Context: an optimization exercise on an open-source flow, tuned for small area. The choices shown serve that exercise and are no tape-out recipe. RTL that was checked went through simulation tests only; none was proved equivalent to the original. The RTL of runs 1 and 3 was laid out without a check of its function. Power is estimated from default activity; no workload was simulated.

==> flow/design.v, too long to show whole: its modules and the start of the top module <==
// module mac_arith: 1617 lines
// module fa_cell: 4 lines
// module ha_cell: 4 lines
// module bwd_arith: 1589 lines
// module top_level: 397 lines
module top_level (
    clk, rst, seed,
    action, state, next_state, step_o, phase, episode_o, q_cur, q_next
);
  // ...
==> flow/flow/run.sh <==
#!/bin/bash
set -euo pipefail
export BUFFER_PORTS_ARGS="-buffer_cell sky130_fd_sc_hd__buf_1"
export CTS_ARGS="-sink_clustering_enable -repair_clock_nets -dont_use_dummy_load -buf_list sky130_fd_sc_hd__clkbuf_8 -sink_clustering_size 15 -sink_clustering_max_diameter 80"
bash standard.sh > standard.log 2>&1
==> flow/standard.sh <==
#!/bin/bash
# synth_recipe.tcl (not shown) runs the flow's synth.tcl, then flattens the netlist and writes it again
# the make line also repeats each setting of config.mk as NAME=value (left out here)
make -C /OpenROAD-flow-scripts/flow DESIGN_CONFIG=/design/flow/config.mk WORK_HOME=/design/flow/orfs CLKGATE_MAP_FILE= SYNTH_SCRIPT=/design/flow/synth_recipe.tcl "${@:-finish}"
==> flow/config.mk <==
export PLATFORM = sky130hd
export DESIGN_NAME = top_level
export DESIGN_NICKNAME = top_level
export VERILOG_FILES = /design/flow/design.v
export SDC_FILE = /design/flow/constraint.sdc
export NUM_CORES = 8
export LEC_CHECK = 0
export CAP_MARGIN = 20
export CORE_MARGIN = 2
export CORE_UTILIZATION = 70
export CTS_BUF_LIST = sky130_fd_sc_hd__clkbuf_8
export CTS_CLUSTER_DIAMETER = 80
export CTS_CLUSTER_SIZE = 15
export PLACE_DENSITY = 0.8
export SLEW_MARGIN = 20
export SYNTH_HIERARCHICAL = 1
export SYNTH_MINIMUM_KEEP_SIZE = 0
==> flow/constraint.sdc <==
create_clock -name core_clock -period 20.0 [get_ports {clk}]
set_input_delay 4.0000 -clock core_clock [delete_from_list [all_inputs] [get_ports {clk}]]
set_output_delay 4.0000 -clock core_clock [all_outputs]
set_load 0.01 [all_outputs]
==> metrics.md, run 1 <==
| Metric | Value |
|---|---|
| Final worst slack | `about 2.4 ns` |
| CP Data Required Time | `around 20 ns` |
| Pwr/cell area | `99.89 nW/um^2` |
| Mux contribution to synthesized area | `2.031%` |
| Inserted Clock Buffers | `97` |
| Multi-input combinational area share | `approximately 64%` |
| Non-CTS buffers | `around 320` |
| Leading cell kind | `multi-input combinational cells` |
| DRC viols | `0` |
| Worst path arrival time | `18.22 ns` |
| Avg Cell Area, Syn | `10.08 um^2` |
| DIE HEIGHT | `roughly 350 um` |
| Met2 Track Usage GR | `63.63%` |
| Worst setup path startpoint | `st_old[0]` |
| Post-layout nets | `between 9000 and 10000` |
| Dpl hpwl | `175.1 mm` |
| Synth warn | `7` |
| Cell Area, Placed | `84490 um^2` |
| Status | `timing/DRC/antenna clean` |
| Area share of the largest cell type after synthesis | `32.72%` |
| Final Cell Area | `85860 um^2` |
| Seq area share | `28.17%` |
| Initial antenna violation count | `10` |
| Register area share after synthesis | `slightly below 30%` |
| Post-Synthesis Cell Area | `82780 um^2` |
| Drt via density | `between 6 and 7` |
| Worst r2r path cells | `74` |
| Row cnt | `roughly 130` |
| Clk sinks | `about 1200` |
| Clock network share of area | `1.555%` |
| Min Hold Slack | `between 0.2 and 0.25 ns` |
| Post-Synth Simple-Gate Area | `15.48%` |
| Period utilisation layout | `roughly nine tenths` |
==> module top_level, before the edit <==
module top_level (
    clk, rst, seed,
    action, state, next_state, step_o, phase, episode_o, q_cur, q_next
);
    input clk, rst;
    input [11:0] seed;
    output [1:0] action;
    output [3:0] state;
    output [3:0] next_state;
    output [3:0] step_o;
    output [3:0] phase;
    output [11:0] episode_o;
    output [63:0] q_cur;
    output [63:0] q_next;
    integer r, p, i;
    function [15:0] w2init;           
        input integer row, col;
        begin
            case (row)
            0: case (col)
                0: w2init = 16'b0000000110101011;
                1: w2init = 16'b0000001000100111;
                2: w2init = 16'b0000000010001111;
                3: w2init = 16'b0000000000101000;
                default: w2init = 16'b0000001010111111;
               endcase
            1: w2init = 16'b0000000101001101;
            2: w2init = 16'b0000000100101010;
            3: w2init = 16'b0000000110001001;
            4: w2init = 16'b0000000100000110;
            5: w2init = 16'b0000000100100100;
            6: w2init = 16'b0000000110000011;
            7: w2init = 16'b0000000110101000;
            default: w2init = 16'b0000000100010010;
            endcase
        end
    endfunction
    function [15:0] w3init;           
        input integer out, col;
        begin
            case (out*5+col)
            0:  w3init = 16'b0000000111001010;
            1:  w3init = 16'b0000001110100010;
            2:  w3init = 16'b0000000100101100;
            3:  w3init = 16'b0000000100100110;
            4:  w3init = 16'b0000000010000101;
            5:  w3init = 16'b0000000000010100;
            6:  w3init = 16'b0000001010110111;
            7:  w3init = 16'b0000000011011101;
            8:  w3init = 16'b0000000100100110;
            9:  w3init = 16'b0000000010110101;
            10: w3init = 16'b0000000000010110;
            11: w3init = 16'b0000001110000100;
            12: w3init = 16'b0000000101100100;
            13: w3init = 16'b0000000001011010;
            14: w3init = 16'b0000000100110110;
            15: w3init = 16'b0000000010100011;
            16: w3init = 16'b0000000001011001;
            17: w3init = 16'b0000000001010111;
            18: w3init = 16'b0000000101010101;
            default: w3init = 16'b0000000100101011;
            endcase
        end
    endfunction
    function [4:0] w3lo;
        input integer out;
        input [2:0] col;
        reg [15:0] t;
        begin
            t = w3init(out, col);
            w3lo = t[4:0];
        end
    endfunction
    function [4:0] w2lof;
        input [3:0] row;
        input [2:0] col;
        reg [15:0] t;
        begin
            t = w2init(row, col);
            w2lof = t[4:0];
        end
    endfunction
    function [11:0] actf;
        input [15:0] z;
        reg neg, satp, satn, segb, segc, lz, cin;
        reg [11:0] sh, k;
        begin
            neg = z[15];
            satp = ~neg & (z > 16'd5120);
            satn = neg & (z < 16'hEC00);                        
            segc = neg ? ((z > 16'hEC00) & (z < 16'hF680))      
                       : ((z > 16'd2432) & (z < 16'd5120));
            segb = neg ? ((z > 16'hF680) & (z < 16'hFC00))      
                       : ((z > 16'd1024) & (z < 16'd2432));
            sh = segc ? {{4{z[15]}}, z[12:5]} : (segb ? {{2{z[15]}}, z[12:3]} : z[13:2]);
            k = segc ? (neg ? 12'd160 : 12'd864) : (segb ? (neg ? 12'd384 : 12'd640) : 12'd512);
            lz = segc ? (z[4:0] == 5'd0) : (segb ? (z[2:0] == 3'd0) : (z[1:0] == 2'd0));
            cin = neg & ~lz;
            actf = satp ? 12'd1024 : (satn ? 12'd0 : k + sh + {11'd0, cin});
        end
    endfunction
    function [3:0] gmove;
        input [1:0] ci, cj, a;
        input [3:0] stp;
        reg [1:0] im, jm, in_, jn;
        begin
            im = (a == 2'd1) ? (ci - 2'd1) : ((a == 2'd3) ? (ci + 2'd1) : ci);
            jm = (a == 2'd2) ? (cj - 2'd1) : ((a == 2'd0) ? (cj + 2'd1) : cj);
            in_ = (im == 2'd0) ? ci : im;
            jn = (jm == 2'd0) ? cj : jm;
            gmove = (stp == 4'd15) ? 4'b0101 : {in_, jn};
        end
    endfunction
    function [3:0] ij2st;
        input [3:0] ij;
        begin
            ij2st = ((ij[3:2] - 4'd1) * 4'd3) + ij[1:0];
        end
    endfunction
    function [11:0] lfsr_sh;
        input [11:0] x;
        begin
            lfsr_sh = {x[10:0], x[10] ^ x[7]};
        end
    endfunction
    reg [3:0] ctrl, step;
    reg [11:0] ep;
    wire [3:0] st1;
    always @(posedge clk) begin
        if (rst) begin
            ctrl <= 4'd0;
            step <= 4'd0;
            ep <= 12'd0;
        end else begin
            ctrl <= ctrl + 4'd1;
            if (ctrl == 4'd9) begin
                ctrl <= 4'd1;
                step <= step + 4'd1;
                if ((step == 4'd15) || (st1 == 4'd9)) begin
                    step <= 4'd1;
                    ep <= ep + 12'd1;
                end
            end
        end
    end
    reg [11:0] lf;
    always @(posedge clk) begin
        if (rst) lf <= seed;
        else lf <= lfsr_sh(lf);
    end
    reg [11:0] qc0, qc1, qc2, qc3, qn0, qn1, qn2, qn3;
    reg [1:0] ixr, qact;
    wire signed [11:0] qt = (qact == 2'd0) ? qc0 : (qact == 2'd1) ? qc1 : (qact == 2'd2) ? qc2 : qc3;
    wire [1:0] act = (ep < lf) ? qact : lf[1:0];
    reg [1:0] gi, gj;
    wire [3:0] ijn = gmove(gi, gj, act, step);
    assign st1 = ij2st(ijn);
    wire [3:0] st = ij2st({gi, gj});
    always @(posedge clk) begin
        if (rst) begin
            gi <= 2'd1;
            gj <= 2'd1;
        end else if (ctrl == 4'd1) begin
            gi <= ijn[3:2];
            gj <= ijn[1:0];
        end
    end
    wire [11:0] pq0, pq1;
    wire [11:0] aA, aB;
    wire signed [11:0] sn0 = pq0, sn1 = pq1, sn2 = aA, sn3 = aB;
    wire nge01 = (sn0 >= sn1), nge23 = (sn2 >= sn3);
    wire signed [11:0] nm1 = nge01 ? sn0 : sn1;
    wire signed [11:0] nm2 = nge23 ? sn2 : sn3;
    wire ngew = (nm1 >= nm2);
    wire signed [11:0] qmx = ngew ? nm1 : nm2;
    wire [1:0] qmi = ngew ? {1'b0, ~nge01} : {1'b1, ~nge23};
    reg signed [4:0] dl0, dl1, dl2, dl3;
    wire [11:0] lf7 = lfsr_sh(lfsr_sh(lf));
    wire [1:0] act7 = (ep < lf7) ? qact : lf7[1:0];
    wire [3:0] st1_7 = ij2st(gmove(gi, gj, act7, step));
    wire rneg = (st1_7 == 4'd5) || (st1_7 == 4'd7) || (st1_7 == 4'd8);
    wire rpos = (st1_7 == 4'd9);
    wire pen = (st1_7 == st) || (step == 4'd15);
    wire signed [4:0] r5 = rpos ? (pen ? 5'sd5 : 5'sd10) : ((rneg ^ pen) ? -5'sd5 : ((rneg & pen) ? -5'sd10 : 5'sd0));
    wire signed [12:0] tdx = (qmx >>> 1) + (qmx >>> 2) + (qmx >>> 3) - qt;
    wire signed [4:0] tdd = {{2{tdx[12]}}, tdx[12:10]} + r5;
    always @(posedge clk) begin
        if (rst) begin
            dl0 <= 5'sd0; dl1 <= 5'sd0; dl2 <= 5'sd0; dl3 <= 5'sd0;
        end else if ((ctrl == 4'd5) && (step != 4'd0)) begin
            case (act7)
                2'd0: dl0 <= tdd;
                2'd1: dl1 <= tdd;
                2'd2: dl2 <= tdd;
                default: dl3 <= tdd;
            endcase
        end
    end
    wire [11:0] lf9 = lfsr_sh(lfsr_sh(lfsr_sh(lf)));
    wire [11:0] lf1 = lfsr_sh(lf9);
    wire [1:0] act9 = (ep < lf9) ? qact : lf9[1:0];
    wire wrap9 = (step == 4'd15) || (ij2st(gmove(gi, gj, act9, step)) == 4'd9);
    wire [11:0] ep1 = wrap9 ? ep + 12'd1 : ep;
    wire [3:0] step1 = wrap9 ? 4'd1 : step + 4'd1;
    wire [1:0] act1 = (ep1 < lf1) ? qact : lf1[1:0];
    wire [3:0] stnew = ij2st(gmove(gi, gj, act1, step1));
    reg [3:0] st_old, st_new;       
    always @(posedge clk) begin
        if (ctrl == 4'd6) begin
            st_old <= st;
            st_new <= stnew;
        end
    end
    wire s1 = (ctrl == 4'd6) || (ctrl == 4'd7) || (ctrl == 4'd8) || (ctrl == 4'd9) || (ctrl == 4'd1);
    wire s2 = (ctrl == 4'd7) || (ctrl == 4'd8) || (ctrl == 4'd9) || (ctrl == 4'd1) || (ctrl == 4'd2);
    wire s3 = (ctrl == 4'd8) || (ctrl == 4'd9) || (ctrl == 4'd1) || (ctrl == 4'd2) || (ctrl == 4'd3);
    reg [2:0] ph;
    always @(posedge clk) begin
        if (rst) ph <= 3'd0;
        else ph <= (ph == 3'd4) ? 3'd0 : ph + 3'd1;
    end
    function [2:0] colat;
        input [2:0] phase_, pos;
        reg [3:0] s;
        begin
            s = phase_ + pos;
            colat = (s >= 4'd5) ? s - 4'd5 : s;
        end
    endfunction
    wire [2:0] col0 = colat(ph, 3'd0);    
    wire [2:0] col4 = colat(ph, 3'd4);    
    wire [2:0] col3 = colat(ph, 3'd3);    
    reg [9*55-1:0] w2r;         
    reg [54:0] b2r;             
    reg [4*55-1:0] w3r;         
    reg [54:0] apr;             
    reg [54:0] acr;             
    wire rload = (step == 4'd0) && (ctrl <= 4'd4);
    wire [10:0] acr0 = acr[10:0];         
    reg [10:0] b3h0, b3h1, b3h2, b3h3;
    wire [10:0] w3h0 = w3r[0*55 +: 11];
    wire [10:0] w3h1 = w3r[1*55 +: 11];
    wire [10:0] w3h2 = w3r[2*55 +: 11];
    wire [10:0] w3h3 = w3r[3*55 +: 11];
    wire signed [15:0] w3s0 = {w3h0, w3lo(0, col0)};
    wire signed [15:0] w3s1 = {w3h1, w3lo(1, col0)};
    wire signed [15:0] w3s2 = {w3h2, w3lo(2, col0)};
    wire signed [15:0] w3s3 = {w3h3, w3lo(3, col0)};
    wire [10:0] aprev = apr[10:0];
    wire [7:0] delta2;
    wire [10:0] w3n0, w3n1, w3n2, w3n3;    
    bwd_arith u_bwd (
        .w3s0(w3s0), .w3s1(w3s1), .w3s2(w3s2), .w3s3(w3s3),
        .dl0(dl0), .dl1(dl1), .dl2(dl2), .dl3(dl3),
        .aprev(aprev), .delta2(delta2),
        .w3h0(w3h0), .w3h1(w3h1), .w3h2(w3h2), .w3h3(w3h3),
        .w3n0(w3n0), .w3n1(w3n1), .w3n2(w3n2), .w3n3(w3n3)
    );
    reg [7:0] d2r;              
    always @(posedge clk) d2r <= delta2;
    wire [3:0] orow = st_old - 4'd1;
    wire [3:0] nrow = st_new - 4'd1;
    reg [10:0] w2o, w2nr;
    always @* begin
        w2o = 11'd0;
        w2nr = 11'd0;
        for (r = 0; r < 9; r = r + 1) begin
            w2o = w2o | ({11{orow == r}} & w2r[r*55+44 +: 11]);
            w2nr = w2nr | ({11{nrow == r}} & w2r[r*55+44 +: 11]);
        end
    end
    wire [10:0] w2u = w2o + {{3{d2r[7]}}, d2r};
    wire [10:0] w2n = (st_new == st_old) ? w2u : w2nr;
    wire [10:0] b2n = b2r[54:44] - {10'd0, d2r[7]};
    wire [4:0] w2lo = w2lof(nrow, col4);
    wire [15:0] z2 = {w2n, w2lo} + {b2n, 5'b11111};
    wire [10:0] anext = aA[10:0];
    wire signed [15:0] w3t0 = {w3r[0*55+33 +: 11], w3lo(0, col3)};
    wire signed [15:0] w3t1 = {w3r[1*55+33 +: 11], w3lo(1, col3)};
    wire signed [15:0] w3t2 = {w3r[2*55+33 +: 11], w3lo(2, col3)};
    wire signed [15:0] w3t3 = {w3r[3*55+33 +: 11], w3lo(3, col3)};
    reg [25:0] acc0, acc1, acc2, acc3;
    wire clr = (ctrl == 4'd8);
    wire [25:0] macc0, macc1, macc2, macc3;
    mac_arith u_mac (
        .acc0(acc0), .acc1(acc1), .acc2(acc2), .acc3(acc3), .clr(clr),
        .b3h0(b3h0), .b3h1(b3h1), .b3h2(b3h2), .b3h3(b3h3),
        .w3t0(w3t0), .w3t1(w3t1), .w3t2(w3t2), .w3t3(w3t3), .acur3(acr[43:33] & {11{s3}}),
        .macc0(macc0), .macc1(macc1), .macc2(macc2), .macc3(macc3)
    );
    always @(posedge clk) begin
        acc0 <= macc0;
        acc1 <= macc1;
        acc2 <= macc2;
        acc3 <= macc3;
        if (ctrl == 4'd4) begin     
            acc0[11:0] <= aA;
            acc1[11:0] <= aB;
        end
    end
    assign pq0 = acc0[11:0];
    assign pq1 = acc1[11:0];
    wire [10:0] w3n [0:3];
    assign w3n[0] = w3n0;
    assign w3n[1] = w3n1;
    assign w3n[2] = w3n2;
    assign w3n[3] = w3n3;
    wire [9*55-1:0] w2d;
    wire [54:0] b2d, apd, acd;
    wire [4*55-1:0] w3d;
    genvar gr, gp;
    generate
        for (gr = 0; gr < 9; gr = gr + 1) begin : g_w2
            wire [15:0] c16 = w2init(gr, col4);
            assign w2d[gr*55+33 +: 11] = (rload || (s2 && (orow == gr))) ? (rload ? c16[15:5] : w2u) : w2r[gr*55+44 +: 11];
            for (gp = 0; gp < 5; gp = gp + 1) begin : g_p
                if (gp != 3) begin : g_sh
                    assign w2d[gr*55+gp*11 +: 11] = w2r[gr*55+((gp+1)%5)*11 +: 11];
                end
            end
        end
        for (gp = 0; gp < 5; gp = gp + 1) begin : g_b2
            if (gp == 3) begin : g_wr
                assign b2d[33 +: 11] = (rload || s2) ? (rload ? 11'h7FF : b2n) : b2r[44 +: 11];
            end else begin : g_sh
                assign b2d[gp*11 +: 11] = b2r[((gp+1)%5)*11 +: 11];
            end
        end
        for (gr = 0; gr < 4; gr = gr + 1) begin : g_w3
            wire [15:0] c16 = w3init(gr, col0);
            assign w3d[gr*55+44 +: 11] = (rload || s1) ? (rload ? c16[15:5] : w3n[gr]) : w3r[gr*55 +: 11];
            for (gp = 0; gp < 4; gp = gp + 1) begin : g_p
                assign w3d[gr*55+gp*11 +: 11] = w3r[gr*55+(gp+1)*11 +: 11];
            end
        end
        for (gp = 0; gp < 5; gp = gp + 1) begin : g_ap
            if (gp == 4) begin : g_wr
                assign apd[44 +: 11] = (rload || s1) ? (rload ? 11'd0 : acr0) : apr[0 +: 11];
            end else begin : g_sh
                assign apd[gp*11 +: 11] = apr[(gp+1)*11 +: 11];
            end
        end
        for (gp = 0; gp < 5; gp = gp + 1) begin : g_ac
            if (gp == 3) begin : g_wr
                assign acd[33 +: 11] = (rload || s2) ? (rload ? 11'd512 : anext) : acr[44 +: 11];
            end else begin : g_sh
                assign acd[gp*11 +: 11] = acr[((gp+1)%5)*11 +: 11];
            end
        end
    endgenerate
    always @(posedge clk) begin
        w2r <= w2d;
        b2r <= b2d;
        w3r <= w3d;
        apr <= apd;
        acr <= acd;
    end
    wire qsel = (ctrl == 4'd5);
    wire q0 = (step == 4'd0);
    wire [15:0] zA = {16{~q0}} & (qsel ? acc2[25:10] : acc0[25:10]);
    wire [15:0] zB = {16{~q0}} & (qsel ? acc3[25:10] : acc1[25:10]);
    assign aA = actf(s2 ? z2 : zA);
    assign aB = actf(zB);
    wire b3upd = (ctrl == 4'd6);
    always @(posedge clk) begin
        if (rst) begin
            b3h0 <= 11'h7FF; b3h1 <= 11'h7FF; b3h2 <= 11'h7FF; b3h3 <= 11'h7FF;
            qn0 <= 12'd0; qn1 <= 12'd0; qn2 <= 12'd0; qn3 <= 12'd0;
            qc0 <= 12'd0; qc1 <= 12'd0; qc2 <= 12'd0; qc3 <= 12'd0;
            qact <= 2'd0;
        end else begin
            b3h0 <= b3h0 - {10'd0, dl0[4] & b3upd};
            b3h1 <= b3h1 - {10'd0, dl1[4] & b3upd};
            b3h2 <= b3h2 - {10'd0, dl2[4] & b3upd};
            b3h3 <= b3h3 - {10'd0, dl3[4] & b3upd};
            if (ctrl == 4'd5) begin
                qn0 <= pq0;
                qn1 <= pq1;
                qn2 <= aA;
                qn3 <= aB;
                ixr <= qmi;
            end
            if ((ctrl == 4'd1) && (step != 4'd0)) begin
                qc0 <= qn0; qc1 <= qn1; qc2 <= qn2; qc3 <= qn3;
                qact <= ixr;
            end
        end
    end
    assign action = act;
    assign state = st;
    assign next_state = st1;
    assign step_o = step;
    assign phase = ctrl;
    assign episode_o = ep;
    assign q_cur = {{4{qc3[11]}}, qc3, {4{qc2[11]}}, qc2, {4{qc1[11]}}, qc1, {4{qc0[11]}}, qc0};
    assign q_next = {{4{qn3[11]}}, qn3, {4{qn2[11]}}, qn2, {4{qn1[11]}}, qn1, {4{qn0[11]}}, qn0};
endmodule
==> run 2, diff against run 1 <==
--- a/flow/design.v
+++ b/flow/design.v
@@ -3278,2 +3278,22 @@
     endfunction
+    function [15:0] w3sel;
+        input integer out;
+        input [4:0] c1h;
+        integer c;
+        begin
+            w3sel = 16'd0;
+            for (c = 0; c < 5; c = c + 1)
+                w3sel = w3sel | ({16{c1h[c]}} & w3init(out, c));
+        end
+    endfunction
+    function [15:0] w2sel;
+        input integer row;
+        input [4:0] c1h;
+        integer c;
+        begin
+            w2sel = 16'd0;
+            for (c = 0; c < 5; c = c + 1)
+                w2sel = w2sel | ({16{c1h[c]}} & w2init(row, c));
+        end
+    endfunction
     function [4:0] w3lo;
@@ -3427,21 +3447,18 @@
     end
+    reg run;
+    always @(posedge clk) begin
+        if (rst) run <= 1'b0;
+        else if (ctrl == 4'd6) run <= 1'b1;
+    end
     wire s1 = (ctrl == 4'd6) || (ctrl == 4'd7) || (ctrl == 4'd8) || (ctrl == 4'd9) || (ctrl == 4'd1);
-    wire s2 = (ctrl == 4'd7) || (ctrl == 4'd8) || (ctrl == 4'd9) || (ctrl == 4'd1) || (ctrl == 4'd2);
-    wire s3 = (ctrl == 4'd8) || (ctrl == 4'd9) || (ctrl == 4'd1) || (ctrl == 4'd2) || (ctrl == 4'd3);
-    reg [2:0] ph;
+    wire s2 = run && ((ctrl == 4'd7) || (ctrl == 4'd8) || (ctrl == 4'd9) || (ctrl == 4'd1) || (ctrl == 4'd2));
+    wire s3 = run && ((ctrl == 4'd8) || (ctrl == 4'd9) || (ctrl == 4'd1) || (ctrl == 4'd2) || (ctrl == 4'd3));
+    reg [4:0] ph;
     always @(posedge clk) begin
-        if (rst) ph <= 3'd0;
-        else ph <= (ph == 3'd4) ? 3'd0 : ph + 3'd1;
+        if (rst) ph <= 5'b00001;
+        else ph <= {ph[3:0], ph[4]};
     end
-    function [2:0] colat;
-        input [2:0] phase_, pos;
-        reg [3:0] s;
-        begin
-            s = phase_ + pos;
-            colat = (s >= 4'd5) ? s - 4'd5 : s;
-        end
-    endfunction
-    wire [2:0] col0 = colat(ph, 3'd0);    
-    wire [2:0] col4 = colat(ph, 3'd4);    
-    wire [2:0] col3 = colat(ph, 3'd3);    
+    wire [4:0] col0 = ph;                           
+    wire [4:0] col4 = {ph[0], ph[4:1]};             
+    wire [4:0] col3 = {ph[1:0], ph[4:2]};           
     reg [9*55-1:0] w2r;         
@@ -3458,6 +3475,8 @@
     wire [10:0] w3h3 = w3r[3*55 +: 11];
-    wire signed [15:0] w3s0 = {w3h0, w3lo(0, col0)};
-    wire signed [15:0] w3s1 = {w3h1, w3lo(1, col0)};
-    wire signed [15:0] w3s2 = {w3h2, w3lo(2, col0)};
-    wire signed [15:0] w3s3 = {w3h3, w3lo(3, col0)};
+    wire [15:0] w3c0_0 = w3sel(0, col0), w3c1_0 = w3sel(1, col0), w3c2_0 = w3sel(2, col0), w3c3_0 = w3sel(3, col0);
+    wire [15:0] w3c0_3 = w3sel(0, col3), w3c1_3 = w3sel(1, col3), w3c2_3 = w3sel(2, col3), w3c3_3 = w3sel(3, col3);
+    wire signed [15:0] w3s0 = {w3h0, w3c0_0[4:0]};
+    wire signed [15:0] w3s1 = {w3h1, w3c1_0[4:0]};
+    wire signed [15:0] w3s2 = {w3h2, w3c2_0[4:0]};
+    wire signed [15:0] w3s3 = {w3h3, w3c3_0[4:0]};
     wire [10:0] aprev = apr[10:0];
@@ -3488,9 +3507,14 @@
     wire [10:0] b2n = b2r[54:44] - {10'd0, d2r[7]};
-    wire [4:0] w2lo = w2lof(nrow, col4);
+    reg [4:0] w2lo;
+    always @* begin
+        w2lo = 5'd0;
+        for (r = 0; r < 9; r = r + 1)
+            if (nrow == r) w2lo = w2sel(r, col4);
+    end
     wire [15:0] z2 = {w2n, w2lo} + {b2n, 5'b11111};
     wire [10:0] anext = aA[10:0];
-    wire signed [15:0] w3t0 = {w3r[0*55+33 +: 11], w3lo(0, col3)};
-    wire signed [15:0] w3t1 = {w3r[1*55+33 +: 11], w3lo(1, col3)};
-    wire signed [15:0] w3t2 = {w3r[2*55+33 +: 11], w3lo(2, col3)};
-    wire signed [15:0] w3t3 = {w3r[3*55+33 +: 11], w3lo(3, col3)};
+    wire signed [15:0] w3t0 = {w3r[0*55+33 +: 11], w3c0_3[4:0]};
+    wire signed [15:0] w3t1 = {w3r[1*55+33 +: 11], w3c1_3[4:0]};
+    wire signed [15:0] w3t2 = {w3r[2*55+33 +: 11], w3c2_3[4:0]};
+    wire signed [15:0] w3t3 = {w3r[3*55+33 +: 11], w3c3_3[4:0]};
     reg [25:0] acc0, acc1, acc2, acc3;
@@ -3527,3 +3551,3 @@
         for (gr = 0; gr < 9; gr = gr + 1) begin : g_w2
-            wire [15:0] c16 = w2init(gr, col4);
+            wire [15:0] c16 = w2sel(gr, col4);
             assign w2d[gr*55+33 +: 11] = (rload || (s2 && (orow == gr))) ? (rload ? c16[15:5] : w2u) : w2r[gr*55+44 +: 11];
@@ -3543,3 +3567,3 @@
         for (gr = 0; gr < 4; gr = gr + 1) begin : g_w3
-            wire [15:0] c16 = w3init(gr, col0);
+            wire [15:0] c16 = w3sel(gr, col0);
             assign w3d[gr*55+44 +: 11] = (rload || s1) ? (rload ? c16[15:5] : w3n[gr]) : w3r[gr*55 +: 11];
@@ -3572,5 +3596,4 @@
     wire qsel = (ctrl == 4'd5);
-    wire q0 = (step == 4'd0);
-    wire [15:0] zA = {16{~q0}} & (qsel ? acc2[25:10] : acc0[25:10]);
-    wire [15:0] zB = {16{~q0}} & (qsel ? acc3[25:10] : acc1[25:10]);
+    wire [15:0] zA = qsel ? acc2[25:10] : acc0[25:10];
+    wire [15:0] zB = qsel ? acc3[25:10] : acc1[25:10];
     assign aA = actf(s2 ? z2 : zA);
@@ -3578,2 +3601,3 @@
     wire b3upd = (ctrl == 4'd6);
+    wire q0 = (step == 4'd0);
     always @(posedge clk) begin
@@ -3589,8 +3613,8 @@
             b3h3 <= b3h3 - {10'd0, dl3[4] & b3upd};
-            if (ctrl == 4'd5) begin
-                qn0 <= pq0;
-                qn1 <= pq1;
-                qn2 <= aA;
-                qn3 <= aB;
-                ixr <= qmi;
+            if (ctrl == 4'd5) begin    
+                qn0 <= q0 ? 12'd512 : pq0;
+                qn1 <= q0 ? 12'd512 : pq1;
+                qn2 <= q0 ? 12'd512 : aA;
+                qn3 <= q0 ? 12'd512 : aB;
+                ixr <= q0 ? 2'd0 : qmi;
             end
==> metrics.md, run 2 <==
| Metric | Value |
|---|---|
| Status | `timing/DRC/antenna clean` |
| Dpl hpwl | `176.1 mm (+0.56%)` |
| Pleak | `29.14 nW` |
| Initial DRC Count | `around 6000` |
| Worst-path clk slew | `around 0.1 ns` |
| Die Wd | `345.9 um` |
| DR pass1 iterations | `9` |
| Register area share after synthesis | `29.62% (+0.41 points)` |
| FFs w/ async S/R, synth | `0%` |
| Hold Vio Cnt, Final | `0` |
| Max FFs per register | `495` |
| Dpl ws | `1.582 ns` |
| Drt via density | `6.259 (+0.34%)` |
| Routability congestion estimate | `between 0.9 and 1` |
| VDD IR max | `0.4508 mV` |
| Post-synth top cells | `nand2_1, fa_1, dfxtp_1` |
| Slowest-stage cell, CP | `o311ai_0` |
| Synth warn | `7 (unchanged)` |
| Number of flops mapped to enable cells by yosys | `10` |
| Setup TNS | `0 ns` |
| Vias in the first global route | `62610` |
| Max Cap Viol | `0` |
| Final worst slack | `1.454 ns (-0.9291 ns)` |
| DIE HEIGHT | `345.9 um (-0.56%)` |
| CP max stage delay | `about 0.80 ns` |
| Area share of the largest cell type after synthesis | `33.09% (+0.37 points)` |
| GR Layer Usage met1 | `52.52%` |
| Largest area contributor in the netlist | `fa_1` |
| Worst Setup Path Type | `reg -> reg` |
| Crit end category | `flop` |
| Synth cell types | `around 130` |
| Share of layout cells above drive strength 1 | `5.373%` |
| Top reg by flops | `w2r` |
| Gr ovfl total | `0` |
| Clock Path Buffers | `3` |
| Crit path launch type | `flop` |
| Setup violators final | `0` |
| Post-route ant nets | `0` |
| Clock Latency Late Sink | `0.82 ns` |
| Top-count cell post-synth | `nand2_1` |
| Final core utilization | `73.34%` |
| Row cnt | `125 (-0.79%)` |
| Maximum clock frequency | `53.92 MHz` |
| Commonest non-fill, non-tap cells in the layout | `nand2_1, fa_1, dfxtp_1` |
| Most frequent cell on the critical path | `a21o_1` |
| CTS resizes | `0` |
| Via count | `59320` |
| Area growth syn-to-layout | `3.987%` |
| Ranking of synthesized cells by area | `fa_1, dfxtp_1, nand2_1, ha_1, and2_1` |
| Port Buffers | `171` |
| Hold Buf Count CTS | `0` |
| Tot GR Track Use | `40.41%` |
| Gate Count Post-Synth | `7966` |
| Root buf cell | `clkbuf_8` |
| Tmin final | `roughly 19 ns` |
| CP Max Fanout | `22` |
| Inserted Clock Buffers | `97 (unchanged)` |
| Period utilisation layout | `92.73% (+4.6 points)` |
| DRC viols | `0 (unchanged)` |
| GRT busiest layer | `met2` |
| Worst path arrival time | `19.18 ns (+0.96 ns)` |
| Worst Max-Slew Pin Slew | `1.193 ns` |
| Postcts setup bufs | `0` |
| Slew Viols, Final | `0` |
| First-pass GRT wire length | `368.9 mm` |
| Initial core utilization | `between 70% and 80%` |
| Die Area | `119700 um^2` |
| Pin count of the biggest net entering global routing | `94` |
| Post-layout nets | `9652 (-2.4%)` |
| Clk sinks | `1206 (+0.25%)` |
| Pwr/cell area | `111.1 nW/um^2 (+11%)` |
| Met2 Track Usage GR | `63.48% (-0.15 points)` |
| Most common cell after layout, fill and taps aside | `nand2_1` |
| CP Data Required Time | `20.63 ns (+0.03 ns)` |
| CTS tree | `yes` |
| Biggest regs | `w2r: 495 flops, w3r: 220 flops` |
| Htree depth | `3` |
| Initial antenna violation count | `12 (+2)` |
| Post-Synthesis Cell Area | `81850 um^2 (-1.1%)` |
| #FFs+latches synth | `1206` |
| WL/cell | `25.08 um` |
| Worst clock skew | `roughly 0.10 ns` |
| Final wirelength | `237.7 mm` |
| Avg Cell Area, Syn | `10.27 um^2 (+2.0%)` |
| Core outline area | `116000 um^2` |
| Worst Hold Class | `reg -> reg` |
| RSZ-0062 raised after global routing | `no` |
| Ys flop type | `dfxtp_1` |
| Met3 Resource Use GR | `9.916%` |
| I/O pins | `between 150 and 200` |
| Slew HR | `20.16%` |
## run 2: changes by cell type after synthesis, moves of 32 or more
cell	change
a21oi_1	-145
a22oi_1	+43
mux2i_1	+35
ha_1	-34
nand2_1	-33
nand2b_1	-33
mux2_2	+32
## run 2: final timing paths
path / from / end / slack, ns / cells past startpoint
worst max-delay path: st_old[1] / dl2[4] / 1.45 / 77
worst min-delay path: w2r[206] / w2r[195] / 0.29 / 0
worst max register to register: st_old[1] / dl2[4] / 1.45 / 77
worst min register to register: w2r[206] / w2r[195] / 0.29 / 0
## run 2: per-layer routing
layer	share of wire, %	vias to the layer above
li1	-	25210
met1	38	29570
met2	46	3653
met3	11	880
met4	6.1	6
met5	0.020	-
## run 2: per-module statistics from Yosys (local to each module, per instance)
module,flip-flops and latches,copies in the design,cell area [um^2]
top_level,1206,1,42090
bwd_arith,0,1,7244
mac_arith,0,1,5728
fa_cell,0,1330,20.02
ha_cell,0,13,12.51
## run 2: per-stage QoR
stage	std cells	instance area, um^2	hold slack [ns]	power [mW]
floorplan	7979	81900	0.3096	6.770
global placement	9373	83720	0.3095	8.096
detailed placement	9373	83720	0.3121	8.175
CTS	9470	85060	0.3035	9.386
global route	9474	85100	0.3086	10.27
finish	9478	85110	0.2901	9.452
## run 2: final cells by class
type                    count  area [um^2]
fillers                  8345        30940
repair buffers            331         1859
multi-input cells        5763        53690
inverters                 550         2064
clock buffers              97         1335
well taps                1524         1907
flip-flops and latches   1206        24240
diodes                      7        17.52
## run 2: kinds of logic (layout without fill, tap and decap cells)
| logic type | after synthesis | count (layout) | share of synthesized area [%] |
|---|---|---|---|
| AND/OR/NAND/NOR | 2782 | 2782 | 15.23 |
| adder cells (fa/ha/maj) | 1689 | 1689 | 38.23 |
| flip-flops | 1206 | 1206 | 29.62 |
| buffers and inverters | 1010 | 978 | 4.999 |
| AO/OA/AOI/OAI | 897 | 897 | 7.200 |
| multiplexers | 214 | 214 | 2.895 |
| XOR/XNOR | 167 | 167 | 1.822 |
| other | 1 | 21 | 0.004582 |
## run 2: where the power goes
group          internal (mW)  switching [mW]  leakage, nW
logic                   2.23            3.29         18.6
clock network          0.432           0.770        0.697
registers               2.57           0.170         9.82
total                   5.23            4.23         29.1
## run 2: critical path: cells and delay by family, from the launching register on
kind	cells	cell delay, ns
compound gates	40	8.06
simple gates	18	4.46
fa+ha+maj	10	3.65
xor+xnor	3	0.77
flops	1	0.71
buf+inv	5	0.39
mux	1	0.32
==> run 3, diff against run 2 <==
--- a/flow/design.v
+++ b/flow/design.v
@@ -1625,2 +1625,5 @@
 endmodule
+module maj_cell (input a, input b, input c, output y);
+    assign y = (a & b) | (a & c) | (b & c);
+endmodule
 module bwd_arith (
@@ -3387,3 +3390,6 @@
     wire signed [11:0] qt = (qact == 2'd0) ? qc0 : (qact == 2'd1) ? qc1 : (qact == 2'd2) ? qc2 : qc3;
-    wire [1:0] act = (ep < lf) ? qact : lf[1:0];
+    wire [11:0] epn = ~ep;
+    wire c_act;
+    lt12 u_lt_act (.an(epn), .b(lf), .lt(c_act));
+    wire [1:0] act = c_act ? qact : lf[1:0];
     reg [1:0] gi, gj;
@@ -3404,6 +3410,10 @@
     wire signed [11:0] sn0 = pq0, sn1 = pq1, sn2 = aA, sn3 = aB;
-    wire nge01 = (sn0 >= sn1), nge23 = (sn2 >= sn3);
+    wire nlt01, nlt23, nltw;
+    lt12 u_lt01 (.an({sn0[11], ~sn0[10:0]}), .b({~sn1[11], sn1[10:0]}), .lt(nlt01));
+    lt12 u_lt23 (.an({sn2[11], ~sn2[10:0]}), .b({~sn3[11], sn3[10:0]}), .lt(nlt23));
+    wire nge01 = ~nlt01, nge23 = ~nlt23;
     wire signed [11:0] nm1 = nge01 ? sn0 : sn1;
     wire signed [11:0] nm2 = nge23 ? sn2 : sn3;
-    wire ngew = (nm1 >= nm2);
+    lt12 u_ltw (.an({nm1[11], ~nm1[10:0]}), .b({~nm2[11], nm2[10:0]}), .lt(nltw));
+    wire ngew = ~nltw;
     wire signed [11:0] qmx = ngew ? nm1 : nm2;
@@ -3412,3 +3422,5 @@
     wire [11:0] lf7 = lfsr_sh(lfsr_sh(lf));
-    wire [1:0] act7 = (ep < lf7) ? qact : lf7[1:0];
+    wire c_act7;
+    lt12 u_lt_act7 (.an(epn), .b(lf7), .lt(c_act7));
+    wire [1:0] act7 = c_act7 ? qact : lf7[1:0];
     wire [3:0] st1_7 = ij2st(gmove(gi, gj, act7, step));
@@ -3434,3 +3446,5 @@
     wire [11:0] lf1 = lfsr_sh(lf9);
-    wire [1:0] act9 = (ep < lf9) ? qact : lf9[1:0];
+    wire c_act9;
+    lt12 u_lt_act9 (.an(epn), .b(lf9), .lt(c_act9));
+    wire [1:0] act9 = c_act9 ? qact : lf9[1:0];
     wire wrap9 = (step == 4'd15) || (ij2st(gmove(gi, gj, act9, step)) == 4'd9);
@@ -3438,3 +3452,5 @@
     wire [3:0] step1 = wrap9 ? 4'd1 : step + 4'd1;
-    wire [1:0] act1 = (ep1 < lf1) ? qact : lf1[1:0];
+    wire c_act1;
+    lt12 u_lt_act1 (.an(~ep1), .b(lf1), .lt(c_act1));
+    wire [1:0] act1 = c_act1 ? qact : lf1[1:0];
     wire [3:0] stnew = ij2st(gmove(gi, gj, act1, step1));
@@ -3635 +3651,11 @@
 endmodule
+module lt12 (input [11:0] an, input [11:0] b, output lt);
+    wire [12:0] bw;
+    assign bw[1] = an[0] & b[0];
+    genvar i;
+    generate for (i = 1; i < 12; i = i + 1) begin : g_bw
+        maj_cell u (.a(an[i]), .b(b[i]), .c(bw[i]), .y(bw[i+1]));
+    end endgenerate
+    assign bw[0] = 1'b0;
+    assign lt = bw[12];
+endmodule
==> metrics.md, run 3 <==
| Metric | Value |
|---|---|
| Clk sinks | `1206 (unchanged)` |
| Die Area | `118200 um^2 (-1.2%)` |
| CP max stage delay | `0.56 ns (-0.24 ns)` |
| Gr ovfl total | `0 (unchanged)` |
| Commonest non-fill, non-tap cells in the layout | `nand2_1, fa_1, dfxtp_1` |
| #FFs+latches synth | `1206 (unchanged)` |
| FFs w/ async S/R, synth | `0% (unchanged)` |
| Cell family with most CP delay | `adder cells` |
| DR pass1 iterations | `6 (-3)` |
| Worst path arrival time | `19.93 ns (+0.75 ns)` |
| Period utilisation layout | `96.07% (+3.3 points)` |
| Htree depth | `3 (unchanged)` |
| Synth cell types | `112 (-11%)` |
| Routability congestion estimate | `0.9760 (+0.29%)` |
| Biggest regs | `w2r: 495 flops, w3r: 220 flops` |
| Die Wd | `343.9 um (-0.60%)` |
| Pleak | `28.00 nW (-3.9%)` |
| DRC viols | `0 (unchanged)` |
| Drt via density | `6.225 (-0.54%)` |
| CP Data Required Time | `20.71 ns (+0.08 ns)` |
| Vias in the first global route | `60740 (-3.0%)` |
| Worst Max-Slew Pin Slew | `1.166 ns (-0.02756 ns)` |
| Post-Synthesis Cell Area | `80860 um^2 (-1.2%)` |
| Inserted Clock Buffers | `97 (unchanged)` |
| Status | `timing/DRC/antenna clean` |
| Slew HR | `22.01% (+1.8 points)` |
| Slew Viols, Final | `0 (unchanged)` |
| Crit path launch type | `flop` |
| Slowest-stage cell, CP | `or4_4` |
| Initial core utilization | `70.62% (+0.089 points)` |
| Final wirelength | `222.5 mm (-6.4%)` |
| Port Buffers | `171 (unchanged)` |
| Area growth syn-to-layout | `4.509%` |
| Max Cap Viol | `0 (unchanged)` |
| Hold Buf Count CTS | `0 (unchanged)` |
| Tmin final | `19.21 ns (+0.6682 ns)` |
| Via count | `58160 (-2.0%)` |
| Area share of the largest cell type after synthesis | `33.55% (+0.46 points)` |
| Avg Cell Area, Syn | `10.32 um^2 (+0.47%)` |
| Initial DRC Count | `5518 (-8.5%)` |
| Routed wl met3 | `22.20 mm (-12%)` |
| Post-synth top cells | `nand2_1, fa_1, dfxtp_1` |
| I/O pins | `172 (unchanged)` |
| Share of layout cells above drive strength 1 | `7.077% (+1.7 points)` |
| Clock Path Buffers | `3 (unchanged)` |
| Root buf cell | `clkbuf_8` |
| Worst clock skew | `0.09432 ns (-0.008503 ns)` |
| Number of flops mapped to enable cells by yosys | `10 (unchanged)` |
| Ys flop type | `dfxtp_1` |
| Most common cell after layout, fill and taps aside | `nand2_1` |
| VDD IR max | `0.6359 mV (+41%)` |
| Register area share after synthesis | `29.98% (+0.36 points)` |
| Ranking of synthesized cells by area | `fa_1, dfxtp_1, nand2_1, ha_1, and2_1` |
| Max FFs per register | `495 (unchanged)` |
| Synth warn | `7 (unchanged)` |
| Final core utilization | `73.80% (+0.46 points)` |
| Pin count of the biggest net entering global routing | `110 (+17%)` |
| Gate Count Post-Synth | `7833 (-1.7%)` |
| Most frequent cell on the critical path | `maj3_2` |
| Worst Setup Path Type | `reg -> reg` |
| WL/cell | `23.81 um (-5.1%)` |
| DIE HEIGHT | `343.9 um (-0.60%)` |
| Top-count cell post-synth | `nand2_1` |
| Setup TNS | `0 ns (unchanged)` |
| Post-route ant nets | `0 (unchanged)` |
| Setup violators final | `0 (unchanged)` |
| CP Max Fanout | `15 (-32%)` |
| Crit end category | `flop` |
| Row cnt | `124 (-0.80%)` |
| DR top layer | `met5` |
| Pwr/cell area | `137.6 nW/um^2 (+24%)` |
| Post-layout nets | `9449 (-2.1%)` |
| Maximum clock frequency | `52.04 MHz (-3.5%)` |
| CTS tree | `yes` |
| Largest area contributor in the netlist | `fa_1` |
| Routed wl met2 | `103.6 mm (-4.4%)` |
| Total power | `11.63 mW (+23%)` |
| Hold Vio Cnt, Final | `0 (unchanged)` |
| Core outline area | `114500 um^2 (-1.3%)` |
| Dpl hpwl | `161.9 mm (-8.1%)` |
| Initial antenna violation count | `16 (+4)` |
| Tot GR Track Use | `38.25% (-2.2 points)` |
| Top reg by flops | `w2r` |
| First-pass GRT wire length | `345.0 mm (-6.5%)` |
| Worst Hold Class | `reg -> reg` |
| Buf/Inv on CP | `6 (+1)` |
| Worst-path clk slew | `0.10 ns (about the same)` |
| Clock Latency Late Sink | `0.81 ns (about the same)` |
| Metal1 wirelength | `85.59 mm (-4.4%)` |
## run 3: changes by cell type after synthesis, sizes merged, moves of 21 or more
cell,change
nand2,-88
maj3,+77
xor2,-25
a22oi,-35
ha,-86
a21o,-30
a221oi,+21
mux2i,-32
nand2b,+29
## run 3: Yosys stat by module (local to each module, per instance), a selection
| module | area, um^2 | times used | cells inside | flops+latches |
|---|---|---|---|---|
| ha_cell | 12.51 | 13 | 1 | 0 |
| fa_cell | 20.02 | 1330 | 1 | 0 |
| lt12 | 6.256 | 7 | 1 | 0 |
| maj_cell | 11.26 | 77 | 1 | 0 |
| mac_arith | 5728 | 1 | 1200 | 0 |
| top_level | 40060 | 1 | 3817 | 1206 |
## run 3: routing by layer
layer / up-vias / global-route usage, %
met5: - / 0
met1: 29240 / 50.72
li1: 24820 / -
met3: 775 / 8.798
met2: 3301 / 60.35
met4: 20 / 17.80
## run 3: cell families after synthesis
kind of cell             synth area share [%]
AND/OR/NAND/NOR                         15.37
adder cells (fa/ha/maj)                 38.49
flip-flops                              29.98
buffers and inverters                   4.998
AO/OA/AOI/OAI                           7.093
multiplexers                            2.330
XOR/XNOR                                1.732
other                                0.004638
## run 3: final cells by class
cell class                 instances  area (um^2)
antenna                            3        7.507
clock buffer                      97         1335
fill                            8090        30000
inverter                         529         1986
multi-input combinational       5643        53000
sequential                      1206        24240
tap                             1512         1892
timing repair buffer             353         2039
## run 3: repair_timing
action | CTS | global route
cloned | 0 | 1
endpoints found under the setup margin | 4 | 16
pin swaps | 1 | 16
resized for setup | 2 | 50
setup buffers | 1 | 22
## run 3: final timing paths
path / slack, ns / cells after the start / startpoint / end
setup / recovery: 0.79 / 80 / st_old[3] / dl1[4]
hold / removal: 0.27 / 0 / apr[53] / apr[42]
setup reg to reg: 0.79 / 80 / st_old[3] / dl1[4]
hold reg to reg: 0.27 / 0 / apr[53] / apr[42]
## run 3: worst register-to-register path, delay by kind of cell (launching register included)
family / cells / cell delay, ns
fa+ha+maj: 31 / 10.17
compound gates: 22 / 4.07
simple gates: 18 / 3.23
buf+inv: 6 / 0.63
flops: 1 / 0.50
xor+xnor: 3 / 0.50
## run 3: through the flow
| stage | hold WS [ns] | area (um^2) | setup slack (ns) | cells |
|---|---|---|---|---|
| global placement | 0.3096 | 82700 | 0.02657 | 9218 |
| floorplan | 0.3096 | 80910 | 0.1907 | 7846 |
| global route | 0.2623 | 84500 | -0.08719 | 9342 |
| finish | 0.2684 | 84500 | 0.7857 | 9343 |
| detailed placement | 0.3121 | 82700 | -0.1737 | 9218 |
| CTS | 0.2698 | 84060 | 0.1032 | 9316 |
## run 3: power by group
group	leakage (nW)	internal (mW)	total (mW)	switching (mW)
registers	9.82	2.57	2.74	0.173
clock network	0.697	0.432	1.20	0.768
logic	17.5	3.13	7.69	4.56
total	28.0	6.13	11.6	5.50
==> run 4, diff against run 3 <==
--- a/flow/design.v
+++ b/flow/design.v
@@ -3410,10 +3410,6 @@
     wire signed [11:0] sn0 = pq0, sn1 = pq1, sn2 = aA, sn3 = aB;
-    wire nlt01, nlt23, nltw;
-    lt12 u_lt01 (.an({sn0[11], ~sn0[10:0]}), .b({~sn1[11], sn1[10:0]}), .lt(nlt01));
-    lt12 u_lt23 (.an({sn2[11], ~sn2[10:0]}), .b({~sn3[11], sn3[10:0]}), .lt(nlt23));
-    wire nge01 = ~nlt01, nge23 = ~nlt23;
+    wire nge01 = (sn0 >= sn1), nge23 = (sn2 >= sn3);
     wire signed [11:0] nm1 = nge01 ? sn0 : sn1;
     wire signed [11:0] nm2 = nge23 ? sn2 : sn3;
-    lt12 u_ltw (.an({nm1[11], ~nm1[10:0]}), .b({~nm2[11], nm2[10:0]}), .lt(nltw));
-    wire ngew = ~nltw;
+    wire ngew = (nm1 >= nm2);
     wire signed [11:0] qmx = ngew ? nm1 : nm2;
==> metrics.md, run 4 <==
| Metric | Value |
|---|---|
| Clock Path Buffers | `3 (unchanged)` |
| Post-route ant nets | `0 (unchanged)` |
| Post-Synthesis Cell Area | `80700 um^2 (-0.20%)` |
| Routability congestion estimate | `0.9462 (-3.1%)` |
| Commonest non-fill, non-tap cells in the layout | `nand2_1, fa_1, dfxtp_1` |
| I/O pins | `172 (unchanged)` |
| VDD IR max | `0.3646 mV (-43%)` |
| Worst path arrival time | `19.51 ns (-0.42 ns)` |
| CTS tree | `yes` |
| Cell Area, Placed | `82430 um^2 (-0.33%)` |
| Tmin final | `18.85 ns (-0.3603 ns)` |
| DRC viols | `0 (unchanged)` |
| Final wirelength | `218.0 mm (-2.0%)` |
| Worst Max-Slew Pin Slew | `1.179 ns (+0.01265 ns)` |
| Drt via density | `6.167 (-0.94%)` |
| FFs w/ async S/R, synth | `0% (unchanged)` |
| Hold Vio Cnt, Final | `0 (unchanged)` |
| Worst-path clk slew | `0.09 ns (about the same)` |
| Post-layout nets | `9401 (-0.51%)` |
| Ys flop type | `dfxtp_1` |
| Tot GR Track Use | `37.51% (-0.73 points)` |
| Max FFs per register | `495 (unchanged)` |
| Top-count cell post-synth | `nand2_1` |
| Gate Count Post-Synth | `7779 (-0.69%)` |
| Non-Filler Instances | `9255 (-0.94%)` |
| Pin count of the biggest net entering global routing | `100 (-9.1%)` |
| Dpl ws | `1.228 ns (+1.402 ns)` |
| Initial DRC Count | `5787 (+4.9%)` |
| First-pass GRT wire length | `338.5 mm (-1.9%)` |
| Area growth syn-to-layout | `3.833%` |
| CP Max Fanout | `22 (+7)` |
| Clock Latency Late Sink | `0.78 ns (-0.03 ns)` |
| Final Cell Area | `83790 um^2 (-0.84%)` |
| Area share of the largest cell type after synthesis | `33.56% (about the same)` |
| Crit end category | `flop` |
| WL/cell | `23.55 um (-1.1%)` |
| Slew Viols, Final | `0 (unchanged)` |
| Synth cell types | `111 (-0.89%)` |
| Row cnt | `124 (unchanged)` |
| CP Data Required Time | `20.66 ns (-0.05 ns)` |
| Period utilisation layout | `94.27% (-1.8 points)` |
| Worst Setup Path Type | `reg -> reg` |
| Setup violators final | `0 (unchanged)` |
| Via count | `57070 (-1.9%)` |
| Max Cap Viol | `0 (unchanged)` |
| CP max stage delay | `0.81 ns (+0.25 ns)` |
| Slew HR | `21.16% (-0.85 points)` |
| Avg Cell Area, Syn | `10.37 um^2 (+0.49%)` |
| Port Buffers | `171 (unchanged)` |
| Crit path launch type | `flop` |
| Initial antenna violation count | `5 (-11)` |
| Min Hold Slack | `0.2365 ns (-0.03183 ns)` |
| RSZ-0062 raised after global routing | `no` |
| Initial core utilization | `70.57% (about the same)` |
| Register area share after synthesis | `30.04% (+0.060 points)` |
| Setup TNS | `0 ns (unchanged)` |
| #FFs+latches synth | `1206 (unchanged)` |
| Htree depth | `3 (unchanged)` |
| Synth warn | `7 (unchanged)` |
| Number of flops mapped to enable cells by yosys | `10 (unchanged)` |
| Total power | `9.469 mW (-19%)` |
| Pleak | `27.92 nW (-0.31%)` |
| Status | `timing/DRC/antenna clean` |
| Final worst slack | `1.146 ns (+0.3603 ns)` |
| Maximum clock frequency | `53.04 MHz (+1.9%)` |
| Worst Hold Class | `reg -> reg` |
| Vias in the first global route | `59870 (-1.4%)` |
| Top reg by flops | `w2r` |
| Post-synth top cells | `nand2_1, fa_1, dfxtp_1` |
| Final core utilization | `73.28% (-0.52 points)` |
| WHS Path Cells | `0 (unchanged)` |
| Gr ovfl total | `0 (unchanged)` |
| Share of layout cells above drive strength 1 | `5.787% (-1.3 points)` |
| Worst r2r path cells | `84 (+5.0%)` |
| Core outline area | `114300 um^2 (-0.14%)` |
| Cells after DPL | `9156 (-0.67%)` |
| Biggest regs | `w2r: 495 flops, w3r: 220 flops` |
| Inserted Clock Buffers | `96 (-1.0%)` |
| Most frequent cell on the critical path | `a21o_1` |
| DIE HEIGHT | `343.5 um (about the same)` |
| Worst clock skew | `0.1122 ns (+0.01789 ns)` |
| Die Area | `118000 um^2 (-0.20%)` |
| Clk sinks | `1206 (unchanged)` |
| Die Wd | `343.5 um (about the same)` |
| Largest area contributor in the netlist | `fa_1` |
| DR pass1 iterations | `10 (+4)` |
| Slowest-stage cell, CP | `and4b_1` |
| Pwr/cell area | `113.0 nW/um^2 (-18%)` |
| Most common cell after layout, fill and taps aside | `nand2_1` |
| Ranking of synthesized cells by area | `fa_1, dfxtp_1, nand2_1, ha_1, and2_1` |
| Root buf cell | `clkbuf_8` |
| Dpl hpwl | `159.9 mm (-1.2%)` |
run 4: changes by cell type in the layout (fill, tap and decap cells not counted), sizes merged, moves of 16 or more:
cell / previous run / this run
a222oi: 7 / 31
buf: 352 / 308
a21o: 32 / 63
a211oi: 44 / 28
ha: 250 / 291
maj3: 77 / 44
nand3: 80 / 62
o21ai: 219 / 194
run 4: worst max-delay path: cells and delay by family, from the launching register on:
kind	cells	cell delay, ns
and+or+nand+nor	14	2.92
xor gates and xnor gates	5	0.93
muxes	1	0.46
DFF	1	0.56
adders and majority gates	11	3.21
AOI/OAI and AO/OA	50	10.21
buffers and inverters	3	0.44
run 4: what timing repair did:
action / in CTS / in global routing
hold buffers: 0 / 0
setup buffers: 0 / 0
gates resized for setup: 0 / 2
setup endpoints to repair: 0 / 4
endpoints found under the hold margin: 0 / 0
run 4: modules after synthesis, one instance, submodules excluded:
module / cells inside / cell area (um^2)
top_level: 3803 / 40420
bwd_arith: 1385 / 7244
mac_arith: 1200 / 5728
fa_cell: 1 / 20.02
ha_cell: 1 / 12.51
maj_cell: 1 / 11.26
lt12: 1 / 6.256
run 4: final timing paths:
path / startpoint / to / slack, ns
max: st_old[3] / dl2[4] / 1.15
min reg2reg: w2r[131] / w2r[120] / 0.24
min: w2r[131] / w2r[120] / 0.24
max reg2reg: st_old[3] / dl2[4] / 1.15
run 4: report_power, final:
part	leakage [nW]	switching (mW)	internal, mW
clock	0.690	0.756	0.428
sequential	9.82	0.174	2.56
combinational	17.4	3.24	2.31
total	27.9	4.17	5.30
run 4: layout make-up:
cell class / instances / area, um^2
Antenna cell: 2 / 5.005
Clock buffer: 96 / 1321
Fill cell: 8040 / 30550
Timing Repair Buffer: 309 / 1702
Multi-Input combinational cell: 5587 / 52590
Sequential cell: 1206 / 24250
Tap cell: 1512 / 1892
Inverter: 543 / 2038
run 4: layer usage:
| layer | global-route usage [%] | vias up | part of all wire [%] |
|---|---|---|---|
| met2 | 59.31 | 3105 | 46 |
| met5 | 0 | - | 0.033 |
| met4 | 17.22 | 6 | 5.1 |
| met3 | 8.311 | 702 | 9.5 |
| li1 | - | 24490 | - |
| met1 | 49.94 | 28770 | 39 |
run 4: cell families (layout without fill, tap and decap cells):
kind of cell    Yosys count  in the layout  synth area share (%)
fa+ha+maj              1688           1688                 38.69
flops                  1206           1206                 30.04
simple gates           2690           2690                 14.97
mux                     196            196                 2.727
buf+inv                 999            948                 5.000
other cells               1             16              0.004647
compound gates          836            836                 6.793
xor+xnor                163            163                 1.778
==> run 5, diff against run 4 <==
==> flow/flow/run.sh (replaced) <==
#!/bin/bash
set -euo pipefail
export BUFFER_PORTS_ARGS="-buffer_cell sky130_fd_sc_hd__buf_1"
export CTS_ARGS="-sink_clustering_enable -repair_clock_nets -dont_use_dummy_load -buf_list sky130_fd_sc_hd__clkbuf_8 -sink_clustering_size 18 -sink_clustering_max_diameter 70"
bash standard.sh > standard.log 2>&1
--- a/flow/config.mk
+++ b/flow/config.mk
@@ -11,4 +11,4 @@
 export CTS_BUF_LIST = sky130_fd_sc_hd__clkbuf_8
-export CTS_CLUSTER_DIAMETER = 80
-export CTS_CLUSTER_SIZE = 15
+export CTS_CLUSTER_DIAMETER = 70
+export CTS_CLUSTER_SIZE = 18
 export PLACE_DENSITY = 0.8
==> metrics.md, run 5 <==
| Metric | Value |
|---|---|
| Status | `timing/DRC/antenna clean` |
| WL/cell | `23.50 um (-0.22%)` |
| Routability congestion estimate | `0.9462 (unchanged)` |
| Slew HR | `20.78% (-0.38 points)` |
| Row cnt | `124 (unchanged)` |
| DR pass1 iterations | `9 (-1)` |
| Hold Vio Cnt, Final | `0 (unchanged)` |
| Min Hold Slack | `0.2628 ns (+0.02626 ns)` |
| Post-Synthesis Cell Area | `80700 um^2 (unchanged)` |
| Port Buffers | `171 (unchanged)` |
| Number of flops mapped to enable cells by yosys | `10 (unchanged)` |
| Clock Latency Late Sink | `0.82 ns (+0.04 ns)` |
| Drt via density | `6.156 (-0.17%)` |
| Postcts setup bufs | `0 (unchanged)` |
| First-pass GRT wire length | `337.9 mm (-0.17%)` |
| Worst Hold Class | `reg -> reg` |
| Setup TNS | `0 ns (unchanged)` |
| # fillers | `8078 (+0.47%)` |
| Synth warn | `7 (unchanged)` |
| Pwr/cell area | `113.3 nW/um^2 (+0.25%)` |
| Core outline area | `114300 um^2 (unchanged)` |
| Avg Cell Area, Syn | `10.37 um^2 (unchanged)` |
| Most common cell after layout, fill and taps aside | `nand2_1` |
| Clock Path Buffers | `3 (unchanged)` |
| Ranking of synthesized cells by area | `fa_1, dfxtp_1, nand2_1, ha_1, and2_1` |
| Initial antenna violation count | `3 (-2)` |
| Cell family with most CP delay | `compound AO/OA/AOI/OAI gates` |
| Root buf cell | `clkbuf_8` |
| Hold Buf Count CTS | `0 (unchanged)` |
| Multi-input logic area | `52590 um^2 (about the same)` |
| Vias in the first global route | `59770 (-0.16%)` |
| FFs w/ async S/R, synth | `0% (unchanged)` |
| Final wirelength | `217.3 mm (-0.29%)` |
| Slew Viols, Final | `0 (unchanged)` |
| Commonest non-fill, non-tap cells in the layout | `nand2_1, fa_1, dfxtp_1` |
| Biggest regs | `w2r: 495 flops, w3r: 220 flops` |
| Clk sinks | `1206 (unchanged)` |
| Ys flop type | `dfxtp_1` |
| Worst Max-Slew Pin Slew | `1.184 ns (+0.005702 ns)` |
| Synth cell types | `111 (unchanged)` |
| Post-synth top cells | `nand2_1, fa_1, dfxtp_1` |
| Crit path launch type | `flop` |
| Register area | `24250 um^2 (unchanged)` |
| CTS resizes | `0 (unchanged)` |
| Initial DRC Count | `5880 (+1.6%)` |
| Final Cell Area | `83700 um^2 (-0.11%)` |
| Top-count cell post-synth | `nand2_1` |
| Gate Count Post-Synth | `7779 (unchanged)` |
| DRC viols | `0 (unchanged)` |
| Max FFs per register | `495 (unchanged)` |
| Via count | `56930 (-0.25%)` |
| Tot GR Track Use | `37.50% (about the same)` |
| Period utilisation layout | `93.80% (-0.47 points)` |
| Top reg by flops | `w2r` |
| Cell Area, Placed | `82430 um^2 (unchanged)` |
| Worst path arrival time | `19.37 ns (-0.14 ns)` |
| Dpl hpwl | `159.9 mm (unchanged)` |
| Post-route ant nets | `0 (unchanged)` |
| Die Wd | `343.5 um (unchanged)` |
| Die Area | `118000 um^2 (unchanged)` |
| Buf/Inv on CP | `3 (unchanged)` |
| Tmin final | `18.76 ns (-0.09309 ns)` |
| I/O pins | `172 (unchanged)` |
| CP max stage delay | `0.80 ns (about the same)` |
| Setup violators final | `0 (unchanged)` |
| Most frequent cell on the critical path | `a21o_1` |
| Gr ovfl total | `0 (unchanged)` |
| CP Max Fanout | `22 (unchanged)` |
| CTS tree | `yes` |
| Final worst slack | `1.239 ns (+0.09309 ns)` |
| DIE HEIGHT | `343.5 um (unchanged)` |
| RSZ-0062 raised after global routing | `no` |
| Slowest-stage cell, CP | `and4b_1` |
| Pin count of the biggest net entering global routing | `100 (unchanged)` |
| #FFs+latches synth | `1206 (unchanged)` |
| Htree depth | `3 (unchanged)` |
| Register area share after synthesis | `30.04% (unchanged)` |
| Initial core utilization | `70.57% (unchanged)` |
| Dpl ws | `1.228 ns (unchanged)` |
| Crit end category | `flop` |
| Maximum clock frequency | `53.30 MHz (+0.50%)` |
| CP Data Required Time | `20.61 ns (-0.05 ns)` |
| Share of layout cells above drive strength 1 | `5.715% (-0.072 points)` |
| Area share of the largest cell type after synthesis | `33.56% (unchanged)` |
| Worst-path clk slew | `0.11 ns (+0.02 ns)` |
| Worst Setup Path Type | `reg -> reg` |
| Pleak | `27.87 nW (-0.17%)` |
| Largest area contributor in the netlist | `fa_1` |
| Inserted Clock Buffers | `89 (-7.3%)` |
| Post-layout nets | `9394 (-0.074%)` |
| Worst clock skew | `0.1320 ns (+0.01980 ns)` |
| VDD IR max | `0.3676 mV (+0.85%)` |
| Max Cap Viol | `0 (unchanged)` |
| Area growth syn-to-layout | `3.723%` |
-- run 5: cell count changes in the layout (fill, tap and decap cells not counted), sizes merged --
cell / previous run / this run
clkbuf: 97 / 90
-- run 5: modules after synthesis, one instance, submodules excluded --
module	area, um^2	flops+latches	times used
bwd_arith	7244	0	1
fa_cell	20.02	0	1330
ha_cell	12.51	0	13
lt12	6.256	0	4
mac_arith	5728	0	1
maj_cell	11.26	0	44
top_level	40420	1206	1
-- run 5: power by group --
group	switching [mW]	internal (mW)	total (mW)
registers	0.175	2.56	2.74
clock network	0.738	0.398	1.14
logic	3.27	2.33	5.61
-- run 5: kinds of logic after synthesis --
kind of cell    count (synthesis)  share of synthesized area, %
buf+inv                       999                         5.000
flops                        1206                         30.04
mux                           196                         2.727
simple gates                 2690                         14.97
xor+xnor                      163                         1.778
other cells                     1                      0.004647
compound gates                836                         6.793
fa+ha+maj                    1688                         38.69
-- run 5: final cells by class --
class / instances / area share, %
inverter: 543 / 2.435
clock buffer: 89 / 1.463
tap: 1512 / 2.260
multi-input combinational: 5587 / 62.83
timing repair buffer: 309 / 2.033
sequential: 1206 / 28.97
antenna: 2 / 0.005979
-- run 5: worst register-to-register path, delay by kind of cell (launching register included) --
family | cells | cell delay [ns]
buffers and inverters | 3 | 0.40
flip-flops | 1 | 0.56
AO/OA/AOI/OAI | 49 | 10.04
multiplexers | 1 | 0.46
XOR/XNOR | 5 | 0.94
adder cells (fa/ha/maj) | 10 | 2.96
AND/OR/NAND/NOR | 15 | 3.22
-- run 5: stage by stage --
stage               power (mW)  utilization [%]  std cells
finish                   9.483            73.20       9248
global placement         8.181            72.09       9156
global route             10.29            73.20       9247
detailed placement       8.278            72.09       9156
CTS                      9.428            73.16       9245
floorplan                6.827                -       7792
-- run 5: per-layer routing --
layer / vias to the layer above / global-route usage (%) / share of wire (%)
met5: - / 0 / 0.0060
met4: 2 / 17.59 / 5.3
met3: 721 / 7.499 / 9.5
met2: 3159 / 59.52 / 47
met1: 28600 / 50.12 / 39
li1: 24450 / - / -
-- run 5: path summary, 6_finish.rpt --
kind / startpoint / to / slack (ns) / depth (start not counted)
setup / recovery: st_old[3] / dl2[4] / 1.24 / 83
hold / removal: acr[28] / acr[17] / 0.26 / 0
setup reg to reg: st_old[3] / dl2[4] / 1.24 / 83
hold reg to reg: acr[28] / acr[17] / 0.26 / 0

-- afterwards: timing with drivers on the ports --
In the flow no input, the clock included, has a driving cell. The finished layouts below were timed again as built, in two steps. Step 1 (the two cells are an assumption about what drives the block):
set clk [get_ports {clk}]
set_driving_cell -lib_cell sky130_fd_sc_hd__clkbuf_16 $clk
set_driving_cell -lib_cell sky130_fd_sc_hd__buf_2 [delete_from_list [all_inputs] $clk]
Step 2, shift: input delay + t, output delay - t, t = (earliest + latest rising clock arrival at the registers) / 2. This alone moves slack from input paths to output paths. Three values: ideal, step 1, step 2; two values: the first two.
run | t (ns) | setup slack, ns | worst setup path after step 2 | clock arrival spread, ns | slew at the worst register clock pin (ns)
run 1 | 0.844 | 2.383 / 2.383 / 2.383 | register to register | 0.125 / 0.124 | 0.11 / 0.11
run 2 | 0.851 | 1.454 / 1.454 / 1.454 | register to register | 0.113 / 0.112 | 0.12 / 0.12
run 3 | 0.850 | 0.786 / 0.786 / 0.786 | register to register | 0.095 / 0.095 | 0.12 / 0.12
run 4 | 0.805 | 1.146 / 1.146 / 1.146 | register to register | 0.127 / 0.128 | 0.11 / 0.11
run 5 | 0.826 | 1.239 / 1.239 / 1.239 | register to register | 0.132 / 0.132 | 0.12 / 0.12
After both steps every run listed still meets setup and hold.
